Background: an optimization exercise with open tools, aiming at small area, a short achievable clock period and few clock cycles. Do not read the settings as production practice.
RTL that was checked went through simulation tests only; none was proved equivalent to the original.
No functional check of the RTL was part of run 2.
No activity file was given, so power comes from the tool's default toggle rates.

==> flow/run.sh <==
#!/bin/bash
# synth_recipe.tcl (not shown) runs the flow's synth.tcl, then flattens the netlist and writes it again
# the make line also repeats each setting of config.mk as NAME=value (left out here)
make -C /OpenROAD-flow-scripts/flow DESIGN_CONFIG=/design/flow/config.mk WORK_HOME=/design/flow/orfs CLKGATE_MAP_FILE= SYNTH_SCRIPT=/design/flow/synth_recipe.tcl finish
==> flow/config.mk <==
export PLATFORM = sky130hd
export DESIGN_NAME = RISC_processor
export DESIGN_NICKNAME = RISC_processor
export VERILOG_FILES = /design/flow/design.v
export SDC_FILE = /design/flow/constraint.sdc
export NUM_CORES = 4
export LEC_CHECK = 0
export ABC_CLOCK_PERIOD_IN_PS = 10000
export CAP_MARGIN = 20
export CORE_MARGIN = 2
export CORE_UTILIZATION = 40
export SLEW_MARGIN = 20
==> flow/constraint.sdc <==
create_clock -name core_clock -period 14.0 [get_ports {clk}]
set_input_delay 2.8000 -clock core_clock [delete_from_list [all_inputs] [get_ports {clk}]]
set_output_delay 2.8000 -clock core_clock [all_outputs]
set_load 0.01 [all_outputs]
==> flow/design.v <==
`timescale 1ns / 1ps
module ALU(
    input [31:0] A,
    input [31:0] B,
    input [2:0] ALU_control,
    output reg [31:0] ALU_result,
    output reg Zero
    );
always@(*)
begin
		case(ALU_control)
		4'b000:
			ALU_result = A+B;
		4'b001:
			ALU_result = A-B;
		4'b010:
			ALU_result = A&B;
		4'b011:
			ALU_result = A|B;
		4'b100:
			ALU_result = A<<B;
		4'b101:
			ALU_result = A>>B;
		default:
			ALU_result = 32'b0;
		endcase
if(ALU_result==0)
begin
	Zero = 1'b1;
end
else
begin
	Zero = 1'b0;
end
end
endmodule
`timescale 1ns / 1ps
module ALU_control(
    input [5:0] Funct,
	 input ALU_op,
    output reg[2:0] ALU_control
    );
wire [6:0] ALU_control_in;
assign ALU_control_in = {ALU_op,Funct};
always@(ALU_control_in)
casex(ALU_control_in)
7'b0100000: ALU_control = 3'b000;
7'b0100010: ALU_control = 3'b001;
7'b0100100: ALU_control = 3'b010;
7'b0100101: ALU_control = 3'b011;
7'b0000000: ALU_control = 3'b100;
7'b0000010: ALU_control = 3'b101;
default: ALU_control = 3'b000;
endcase
endmodule
`timescale 1ns / 1ps
module ControlUnit(
    input [5:0] Opcode,
	 input [5:0] Funct,
    output reg ALU_op,
	 output reg ALU_src,
    output reg Reg_write,
    output reg Writeback_src
    );
wire Funct_MSB;
assign Funct_MSB = Funct[5];
always@(*)
begin 
	case(Opcode)
		6'b000000:
		begin
			ALU_op = 1'b0;
			Reg_write = 1'b1;
			if(Funct_MSB == 1'b1)
			begin
			ALU_src = 1'b0;
			end
			else
			begin
			ALU_src = 1'b1;
			end
			Writeback_src = 1'b0;
		end
		6'b111111:
		begin
			ALU_op = 1'b1;
			Reg_write = 1'b1;
			ALU_src= 1'b0;
			Writeback_src = 1'b1;
		end
		default: begin
			ALU_op = 1'b1;
			Reg_write = 1'b0;
			ALU_src= 1'b0;
			Writeback_src = 1'b0;
		end
	endcase
end
endmodule
`timescale 1ns / 1ps
module RegisterFile(
    input [4:0] ReadRegNum1,
    input [4:0] ReadRegNum2,
    input [4:0] WriteRegNum,
    input [31:0] WriteData,
    output [31:0] ReadData1,
    output [31:0] ReadData2,
    input RegWrite,
    input clk,
    input Reset
    );
reg [31:0] reg_mem [31:0];
assign ReadData1 = reg_mem[ReadRegNum1];
assign ReadData2 = reg_mem[ReadRegNum2];
always@(posedge clk, negedge Reset)
begin
	if(Reset == 0)begin
		reg_mem[0]= 0;
		reg_mem[1]= 20;
		reg_mem[2]= 40;
		reg_mem[3]= 10;
		reg_mem[4]= 10;
		reg_mem[5]= 15;
		reg_mem[6]= 50;
		reg_mem[7]= 5;
		reg_mem[8]= 20;
		reg_mem[9]= 30;
		reg_mem[10]= 0;
		reg_mem[11]= 30;
		reg_mem[12]= 10;
		reg_mem[13]= 15;
	end
	else if(RegWrite == 1)begin
		reg_mem[WriteRegNum] = WriteData;
	end
end
endmodule
`timescale 1ns / 1ps
module InstructionFetch(
		input clk,
		input Reset,
		output reg [31:0] PC
		);
always@(posedge clk, negedge Reset)
begin
if(Reset==0)
PC<=0;
else
PC<=PC+4;
end
endmodule
`timescale 1ns / 1ps
module Datapath(
	input clk,
	input Reg_write,ALU_op,ALU_src,Writeback_src,Reset,
	output [5:0] Opcode,
	output [5:0] Funct,
	output [31:0] PC,
	input [31:0] InstructionCode,
	output [4:0] RegWriteNum,
	output [31:0] RegWriteData
	);
wire [31:0] Instr;
wire [4:0] WriteRegNum;
wire [31:0] WriteData;
wire [4:0] ReadRegNum1;
wire [31:0] ReadData1;
wire [4:0] ReadRegNum2;
wire [31:0] RegReadData2;
wire [31:0] Imm, ReadData2;
wire [31:0] Shamt;
wire [2:0] ALU_control;
wire [31:0] ALU_result;
wire Zero;
InstructionFetch IF(.clk(clk),.Reset(Reset), .PC(PC));
assign Instr = InstructionCode;
assign WriteRegNum = Instr[25:21];
assign ReadRegNum1 = Instr[20:16];
assign ReadRegNum2 = Instr[15:11];
RegisterFile Rfile(
	.ReadRegNum1(ReadRegNum1),
	.ReadRegNum2(ReadRegNum2),
	.WriteRegNum(WriteRegNum),
	.WriteData(WriteData),
	.ReadData1(ReadData1),
	.ReadData2(ReadData2),
	.RegWrite(Reg_write),
	.clk(clk),
	.Reset(Reset)
	);
assign Imm = {{11{Instr[21]}}, Instr[21:0]};
assign Shamt = {{27{Instr[10]}}, Instr[10:6]};
ALU_control ALU_control_unit(.Funct(Instr[5:0]), .ALU_op(ALU_op), .ALU_control(ALU_control));
assign RegReadData2 = (ALU_src == 1'b0)? ReadData2 : Shamt;
ALU ALU_unit(.A(ReadData1), .B(RegReadData2), .ALU_control(ALU_control), .ALU_result(ALU_result), .Zero(Zero));
assign WriteData = (Writeback_src==1'b0)? ALU_result : Imm;
assign Opcode = Instr[31:26];
assign Funct = Instr[5:0];
assign RegWriteNum = WriteRegNum;
assign RegWriteData = WriteData;
endmodule
`timescale 1ns / 1ps
module RISC_processor(
    input clk,
    input Reset,
    output [31:0] PC,
    input [31:0] InstructionCode,
    output RegWriteEn,
    output [4:0] RegWriteNum,
    output [31:0] RegWriteData
    );
	 wire Reg_write,ALU_op,ALU_src,Writeback_src;
	 wire [5:0] Opcode;
	 wire [5:0] Funct;
	 Datapath DU
	 (
		.clk(clk),
		.Reg_write(Reg_write),
		.ALU_op(ALU_op),
		.ALU_src(ALU_src),
		.Writeback_src(Writeback_src),
		.Reset(Reset),
		.Opcode(Opcode),
		.Funct(Funct),
		.PC(PC),
		.InstructionCode(InstructionCode),
		.RegWriteNum(RegWriteNum),
		.RegWriteData(RegWriteData)
		);
	 assign RegWriteEn = Reg_write;
	 ControlUnit CU
	 (
		.Opcode(Opcode),
		.Funct(Funct),
		.ALU_op(ALU_op),
		.ALU_src(ALU_src),
		.Reg_write(Reg_write),
		.Writeback_src(Writeback_src)
	 );
endmodule
==> out/metrics.yaml, run 1 <==
clock-skew-final_ns: 0.0548
post-dp-hpwl_mm: 232
globalplace.congestion: 1.09
drv_slew: 0
layout.filler_cells: 13789
cts_buffers: 113
post-synth-top-area-cell: "edfxtp_1"
first_global_vias: 55590
hold_path_startpoint: "DU.IF.PC[31]$_DFF_PN0_"
ys_seq_elements: 1054
routed_wl_mm: 354
synthDistinctLibCells: 106
fp-row-count: 139
core_area_um2: 144000
worstReg2RegStart: "DU.Rfile.reg_mem[13][6]$_DFFE_PN0P_"
fin_crit_period_ns: 13.84
grt.total_usage_pct: 46.7
setup_viol: 0
number_of_antenna_violations_at_the_first_check_in_global_routing: 40
h-tree-depth: 3
clock_insertion_delay_worst_skew_ns: 0.77
ys_async_sr_fraction_pct: 45.4
postSynth.topFlopCell: "edfxtp_1"
yosysWarnings: 6
number_of_detailed_route_iterations_in_the_first_pass: 18
crit_path_frequent_cell: "buf_4"
p_per_cell_area_nw_per_um2: 134
critPathRequiredTime_ns: 11.20
cellLeakagePower_nw: 26.4
synth_most_common_cell: "nand3_1"
number_of_enable_type_register_cells_in_the_synthesized_netlist: 576
setup_repair_bufs_after_cts: 0
synth_sequential_area_ratio_pct: 50.6
placement.setup.worst_slack_ns: -0.0423
design.final.nets: 6112
slowest_delay_ns: 0.71
drt_iter0_markers: 11408
via_per_inst: 7.42
port_buffer_count: 101
max-slew-margin-rel_pct: 12.2
netlist_top_cells_count: "nand3_1, edfxtp_1, nand2_1, dfrtp_1, o21ai_0"
synthDominantCellAreaShare_pct: 29.9
synthesis.area_per_instance_um2: 9.76
worstPathMaxFanout: 32
clk_pin_slew_ns: 0.06
grt_first_pass_wirelength_mm: 475
vdd_drop_max_mv: 0.0998
drt-wirelength-per-cell_um: 43.9
max-clock-path-buffers: 3
status: "no timing/DRC/antenna violations"
rsz0062_at_grt: "false"
crit_path_top_delay_cell: "or4_1"
gr-total-overflow: 0
dieWidth_um: 385
cts_tree: "done"
timing.setup.critical_path_class: "primary input to output port"
timing.final.ws_setup_ns: 0.161
pin_count_of_the_biggest_net_entering_global_routing: 149
synth.area.top_cells: "edfxtp_1, dfrtp_1, nand3_1"
area_delta_synth_final_pct: 15.4
drc: 0
floorplan.die_area_um2: 148000
max_slew.worst_pin.slew_ns: 1.32
post-route-period-util_pct: 98.8
total_power_mw: 8.94
die-height_um: 385
drive_gt1_share_pct: 14.2
max_freq_mhz: 72.3
holdCritPathClass: "flip-flop to flip-flop"
finalHoldViolations: 0
detail-route-antenna-nets: 0
clkSinkCount: 1054
netlist_instances: 5938
mappedNetlistArea_um2: 57900
io_pins: 104
crit_path_start_kind: "primary input"
initial_core_util_pct: 40.3
crit_path_start: "InstructionCode[11]"
arrival_ns: 11.04
cap_violations: 0
critPathCaptureType: "output port"
clock-root-buffer: "clkbuf_16"
vias: 59889
[through the flow]
step	utilization (%)	cell area (um2)	instances	setup TNS, ns	hold WS (ns)
2_1_floorplan	-	57900	5939	0	0.448
3_3_place_gp	43.7	62800	7827	-0.191	0.463
3_5_place_dp	43.8	62900	7829	-0.0423	0.470
4_1_cts	46.4	66700	8043	0	0.486
5_1_grt	46.5	66800	8050	0	0.510
6_report	46.5	66800	8072	0	0.482
[metal layers]
metal	routed length (um)	GRT usage (%)	share of wire, %	vias up
met5	418	0.812	0.12	-
met4	33400	35.4	9.4	24
met3	55700	19.9	16	1760
met2	143000	65.6	40	5929
met1	122000	56.5	34	29145
li1	-	-	-	23031
[area by class of cell]
type                       instances  area (um2)  area share (%)
antenna                           28        70.1           0.105
clock buffer                     156        3180            4.76
inverter                          43         163           0.243
timing repair buffer             541        4620            6.92
tap                             1903        2380            3.56
multi-input combinational       4289       26500            39.7
sequential                      1054       29300            43.8
clock inverter                    58         617           0.923
[flip-flops by register name, summed over array words and instances, names as in the netlist]
name and cells:
DU.Rfile.reg_mem 1024, DU.IF.PC 30
[logic make-up (layout without fill, tap and decap cells)]
family / count (synthesis) / count (layout) / share of synthesized area [%]
AO/OA/AOI/OAI: 1300 / 1300 / 15.4
XOR/XNOR: 80 / 80 / 1.24
flip-flops: 1054 / 1054 / 50.6
other: 1 / 30 / 0.00647
multiplexers: 192 / 192 / 3.40
buffers and inverters: 596 / 798 / 4.58
adder cells (fa/ha/maj): 48 / 48 / 0.998
AND/OR/NAND/NOR: 2667 / 2667 / 23.8
[power breakdown]
group	leakage [nW]	switching, mW	internal, mW
Clock	1.83	1.38	1.78
Combinational	12.8	1.54	0.591
Sequential	11.7	0.0710	3.57
[placed cells by master (no fill, tap or decap), types with 39 or more instances in the layout]
| master | n |
|---|---|
| nand3_1 | 906 |
| edfxtp_1 | 576 |
| nand2_1 | 506 |
| dfrtp_1 | 445 |
| o21ai_0 | 426 |
| buf_4 | 416 |
| and3_1 | 345 |
| nand4_1 | 285 |
| a22oi_1 | 234 |
| nor2_1 | 213 |
| mux2i_1 | 155 |
| a21oi_1 | 116 |
| clkbuf_16 | 115 |
| clkdlybuf4s50_1 | 94 |
| a2111oi_0 | 82 |
| nor4_1 | 52 |
| xnor2_1 | 52 |
| nor3_1 | 49 |
| inv_1 | 41 |
| nor2_2 | 39 |
[critical path: cells and delay by family]
family	cells	cell delay (ns)
simple gates	11	2.75
xor+xnor	2	0.35
fa+ha+maj	1	0.36
buf+inv	8	2.48
compound gates	9	2.20
[path summary, 6_finish.rpt]
check	endpoint	slack, ns	cells after the start
hold / removal	DU.IF.PC[31]$_DFF_PN0_	0.48	1
hold reg to reg	DU.IF.PC[31]$_DFF_PN0_	0.48	1
setup / recovery	RegWriteData[31]	0.16	31
setup reg to reg	DU.Rfile.reg_mem[30][28]$_DFFE_PP_	6.48	28
max in group asynchronous	DU.Rfile.reg_mem[10][5]$_DFFE_PN0P_	8.76	4
min in group asynchronous	DU.Rfile.reg_mem[6][31]$_DFFE_PN0P_	2.05	1
[repair_timing]
item	4_1_cts	5_1_grt
gates resized for setup	1	5
endpoints found under the setup margin	1	7
hold buffers	0	0
Testbench counts, summed over its fixed seeds: cycles 64,000.
==> inputs of run 2 (changes only) <==
==> flow/design.v (replaced) <==
module RISC_processor(
    input clk,
    input Reset,
    output [31:0] PC,
    input [31:0] InstructionCode,
    output RegWriteEn,
    output [4:0] RegWriteNum,
    output [31:0] RegWriteData
    );
reg [29:0] pc_q;
always @(posedge clk or negedge Reset)
    if (!Reset) pc_q <= 30'd0;
    else        pc_q <= pc_q + 30'd1;
assign PC = {pc_q, 2'b00};
reg        d_v;
reg [31:0] ir;
always @(posedge clk or negedge Reset)
    if (!Reset) d_v <= 1'b0;
    else        d_v <= 1'b1;
always @(posedge clk)
    ir <= InstructionCode;
reg        w_we;
reg [4:0]  w_rd;
reg [31:0] w_data;
wire [1023:0] rf_flat;
genvar gi;
generate
for (gi = 0; gi < 32; gi = gi + 1) begin : R
    reg [31:0] q;
    wire wen = w_we && (w_rd == gi);
    if (gi < 14) begin : RST
        localparam [31:0] INIT =
            gi == 1  ? 32'd20 : gi == 2  ? 32'd40 : gi == 3  ? 32'd10 :
            gi == 4  ? 32'd10 : gi == 5  ? 32'd15 : gi == 6  ? 32'd50 :
            gi == 7  ? 32'd5  : gi == 8  ? 32'd20 : gi == 9  ? 32'd30 :
            gi == 11 ? 32'd30 : gi == 12 ? 32'd10 : gi == 13 ? 32'd15 : 32'd0;
        always @(posedge clk or negedge Reset)
            if (!Reset)   q <= INIT;
            else if (wen) q <= w_data;
    end else begin : NORST
        always @(posedge clk)
            if (wen) q <= w_data;
    end
    assign rf_flat[gi*32 +: 32] = q;
end
endgenerate
wire [5:0] op  = ir[31:26];
wire [4:0] rd  = ir[25:21];
wire [4:0] rs1 = ir[20:16];
wire [4:0] rs2 = ir[15:11];
wire [4:0] sh  = ir[10:6];
wire [5:0] fn  = ir[5:0];
wire is_r  = (op == 6'b000000);
wire is_li = (op == 6'b111111);
wire d_we  = d_v && (is_r || is_li);
wire f_sub = (fn == 6'b100010);
wire f_and = (fn == 6'b100100);
wire f_or  = (fn == 6'b100101);
wire f_sll = (fn == 6'b000000);
wire f_srl = (fn == 6'b000010);
wire [31:0] rf_a = rf_flat[rs1*32 +: 32];
wire [31:0] rf_b = rf_flat[rs2*32 +: 32];
wire [31:0] rd_a = (w_we && w_rd == rs1) ? w_data : rf_a;
wire [31:0] rd_b = (w_we && w_rd == rs2) ? w_data : rf_b;
wire [31:0] imm   = {{10{ir[21]}}, ir[21:0]};
wire [31:0] shamt = {{27{sh[4]}}, sh};
reg        e_we;
reg [4:0]  e_rd;
reg [31:0] e_a, e_b;
reg        e_fa, e_fb;      
reg        e_sub, e_and, e_or, e_sll, e_srl, e_add;
reg [4:0]  e_sh;
always @(posedge clk or negedge Reset)
    if (!Reset) e_we <= 1'b0;
    else        e_we <= d_we;
always @(posedge clk) begin
    e_rd  <= rd;
    e_sh  <= sh;
    e_sub <= is_r && f_sub;
    e_and <= is_r && f_and;
    e_or  <= is_r && f_or;
    e_sll <= is_r && f_sll;
    e_srl <= is_r && f_srl;
    e_add <= !(is_r && (f_and || f_or || f_sll || f_srl));
    e_fa  <= e_we && is_r && (e_rd == rs1);
    e_fb  <= e_we && is_r && fn[5] && (e_rd == rs2);
    e_a   <= is_li ? 32'd0 : rd_a;
    e_b   <= is_li ? imm : !fn[5] ? shamt : (f_sub ? ~rd_b : rd_b);
end
wire [31:0] a = e_fa ? w_data : e_a;
wire [31:0] b = e_fb ? (e_sub ? ~w_data : w_data) : e_b;
wire [31:0] sum = a + b + {31'd0, e_sub};
wire [31:0] shl = e_sh[4] ? 32'd0 : a << e_sh[3:0];
wire [31:0] shr = e_sh[4] ? 32'd0 : a >> e_sh[3:0];
wire [31:0] res = ({32{e_add}} & sum)
                | ({32{e_and}} & (a & b))
                | ({32{e_or }} & (a | b))
                | ({32{e_sll}} & shl)
                | ({32{e_srl}} & shr);
always @(posedge clk or negedge Reset)
    if (!Reset) w_we <= 1'b0;
    else        w_we <= e_we;
always @(posedge clk) begin
    w_rd   <= e_rd;
    w_data <= res;
end
assign RegWriteEn   = w_we;
assign RegWriteNum  = w_rd;
assign RegWriteData = w_data;
endmodule
==> run 2 against run 1 <==
Effect of this change:
- largest cell class unchanged
- sequential power rose by 11%
- power fell by 0.19%
- register-to-register slack improved by 2.6 ns
- critical path type is now flip-flop to output port
- non-clock buffer count fell by 325
- still clean
==> out/metrics.yaml, run 2 <==
io_pins: 104
vias: 38962
drive_gt1_share_pct: 37.2
flip_flop_count_of_the_largest_register_all_copies_and_words_added: 1024
cellLeakagePower_nw: 27.3
number_of_enable_type_register_cells_in_the_synthesized_netlist: 576
design.final.nets: 4156
net-switching-power_mw: 2.41
clk_pin_slew_ns: 0.06
post_cts_hold_buffer_count: 0
clkSinkCount: 1208
dpl.cell_count: 5976
totalNegativeSetupSlack_ns: 0
post-synth-top-area-cell: "edfxtp_1"
fin_crit_period_ns: 4.97
grt_first_pass_wirelength_mm: 283
cts_resized: 0
number_of_antenna_violations_at_the_first_check_in_global_routing: 7
critPathCaptureType: "output port"
synth_most_common_cell: "mux4_2"
drv_slew: 0
finalHoldViolations: 0
yosysWarnings: 1
total_power_mw: 8.92
clock_insertion_delay_worst_skew_ns: 0.78
core_area_um2: 156000
r2r_slack_ns: 9.04
netlist_top_cells_count: "mux4_2, edfxtp_1, mux2_2, dfrtp_1, clkbuf_1"
post-dp-hpwl_mm: 113
port_buffer_count: 101
synthDominantCellAreaShare_pct: 27.4
synth.mux.area_fraction_pct: 35.4
pin_count_of_the_biggest_net_entering_global_routing: 139
gr-total-overflow: 0
synth-compound-area-share_pct: 4.04
combinational_family_with_the_most_area_after_synthesis: "multiplexers"
initial_core_util_pct: 40.3
cts_buffers: 135
floorplan.die_area_um2: 161000
status: "no timing/DRC/antenna violations"
synthXorXnorAreaFrac_pct: 1.43
post-route-period-util_pct: 35.5
mostFrequentLayoutCell: "mux4_2"
via_per_inst: 6.26
h-tree-depth: 4
synthesis.area_per_instance_um2: 15.5
arrival_ns: 2.17
rsz0062_at_grt: "false"
cts_tree: "done"
crit_path_start_kind: "flip-flop"
layout_common_cells: "mux4_2, edfxtp_1, mux2_2, dfrtp_1, nor2_1"
clock-root-buffer: "clkbuf_16"
globalplace.congestion: 0.970
synth_sequential_area_ratio_pct: 51.4
timing.setup.critical_path_class: "flip-flop to output port"
clock-skew-final_ns: 0.0346
number_of_detailed_route_iterations_in_the_first_pass: 7
detail-route-antenna-nets: 0
p_per_cell_area_nw_per_um2: 126
grt.total_usage_pct: 24.2
max_freq_mhz: 201
critPathRequiredTime_ns: 11.20
setup_repair_bufs_after_cts: 0
synthDistinctLibCells: 65
power.share.combinational_pct: 14.5
postSynth.topFlopCell: "edfxtp_1"
pwr-share-clk_pct: 40.1
drc: 0
max-clock-path-buffers: 3
switching_share_pct: 27.0
max-slew-margin-rel_pct: 23.3
area_delta_synth_final_pct: 12.2
drt-wirelength-per-cell_um: 31.2
cap_violations: 0
drt_iter0_markers: 4602
holdCritPathClass: "flip-flop to flip-flop"
ys_async_sr_fraction_pct: 39.8
synth-simple-area-share_pct: 3.31
first_global_vias: 38982
p_int_mw: 6.51
vdd_drop_max_mv: 0.123
worstPathMaxFanout: 37
fp-row-count: 145
mappedNetlistArea_um2: 63000
netlist_instances: 4074
synth-adder-area-share_pct: 1.35
dieWidth_um: 401
synth.area.top_cells: "edfxtp_1, mux4_2, dfrtp_1"
p_seq_share_pct: 45.4
die-height_um: 401
routed_wl_mm: 194
finish.cell_count_without_fillers: 6226
max_slew.worst_pin.slew_ns: 1.14
ys_seq_elements: 1208
setup_viol: 0
run 2: cell count changes after synthesis, moves of 151 or more:
| cell | previous run | this run |
|---|---|---|
| clkbuf_1 | 375 | 220 |
| mux4_2 | 0 | 677 |
| dfxtp_1 | 0 | 151 |
| nand4_1 | 285 | 13 |
| a22oi_1 | 234 | 12 |
| nand3_1 | 909 | 31 |
| mux2_2 | 37 | 466 |
| o21ai_0 | 426 | 117 |
| and3_1 | 350 | 10 |
| nand2_1 | 519 | 166 |
run 2: area by class of cell:
class,instances,area [um2]
fill,13694,85600
sequential,1208,32400
multi-input combinational,2383,29000
clock buffer,191,3810
tap,2058,2570
timing repair buffer,216,1950
clock inverter,58,581
inverter,111,417
antenna,1,2.50
run 2: worst paths after layout:
kind | startpoint | endpoint | depth (start not counted)
worst min-delay path | ir[24]$_DFF_P_ | e_rd[3]$_DFF_P_ | 0
worst max register to register | e_fa$_DFF_P_ | w_data[30]$_DFF_P_ | 12
worst max-delay path | w_data[29]$_DFF_P_ | RegWriteData[29] | 2
max in group asynchronous | Reset | R[13].q[19]$_DFFE_PN0P_ | 3
worst min register to register | ir[24]$_DFF_P_ | e_rd[3]$_DFF_P_ | 0
min in group asynchronous | Reset | R[6].q[6]$_DFFE_PN0P_ | 1
run 2: power groups by stage:
stage                     clock [mW]  combinational (mW)  sequential, mW
final                           3.57                1.29            4.05
after global placement             0                1.28            4.12
after global routing            3.78                1.40            4.06
after CTS                       3.63                1.29            4.05
after detailed placement           0                1.29            4.12
after floorplan                    0               0.735            4.17
run 2: metrics by stage:
step	utilization [%]	setup WS (ns)	hold WS, ns	instance area [um2]
global placement	42.4	8.72	0.312	66300
CTS	45.2	8.98	0.335	70700
floorplan	-	10.17	0.310	63100
global route	45.2	8.78	0.344	70700
finish	45.2	9.03	0.331	70700
detailed placement	42.4	8.73	0.322	66300
run 2: kinds of logic after synthesis:
kind of cell	count (synthesis)
AO/OA/AOI/OAI	399
XOR/XNOR	103
adder cells (fa/ha/maj)	67
buffers and inverters	484
flip-flops	1208
multiplexers	1323
other	2
AND/OR/NAND/NOR	488
run 2: layer usage:
metal	track usage (%)	up-vias	routed length [um]
met4	6.77	0	5100
met3	4.84	285	16600
met1	35.6	20851	84900
met2	36.4	1776	87700
li1	-	16050	-
met5	0	-	0
run 2: worst max-delay path, stage by stage, from the launching register on:
cell	delay (ns)
dfxtp_1	0.35
buf_4	0.37
clkdlybuf4s50_1	0.65

==> re-timing with driven ports <==
No port has a modelled driver above. Below, the same layouts with a new extraction and two added sets of constraints.
Step 1: set_driving_cell puts a clkbuf_16 on clk and a buf_2 on each other input, an assumption about the parent block.
Step 2 times the ports against the registers' clock, not the clock port: input delays grow and output delays shrink by t, the midpoint of the rising clock arrivals with the driver on.
Slacks: no drivers / after step 1 / after step 2; pairs: no drivers / after step 1.
run	shift t [ns]	setup slack, ns	worst slew at a driven data input, ns
run 1	0.818	0.161 / 0.056 / 0.056	0.10
run 2	0.846	9.028 / 8.949 / 8.844	0.06
After both steps setup and hold are still met in every run listed. For run 2, which loses most, drivers alone change the setup slack by -0.079 ns; drivers and shift together by -0.184 ns. The worst setup slack also covers recovery checks on asynchronous resets.
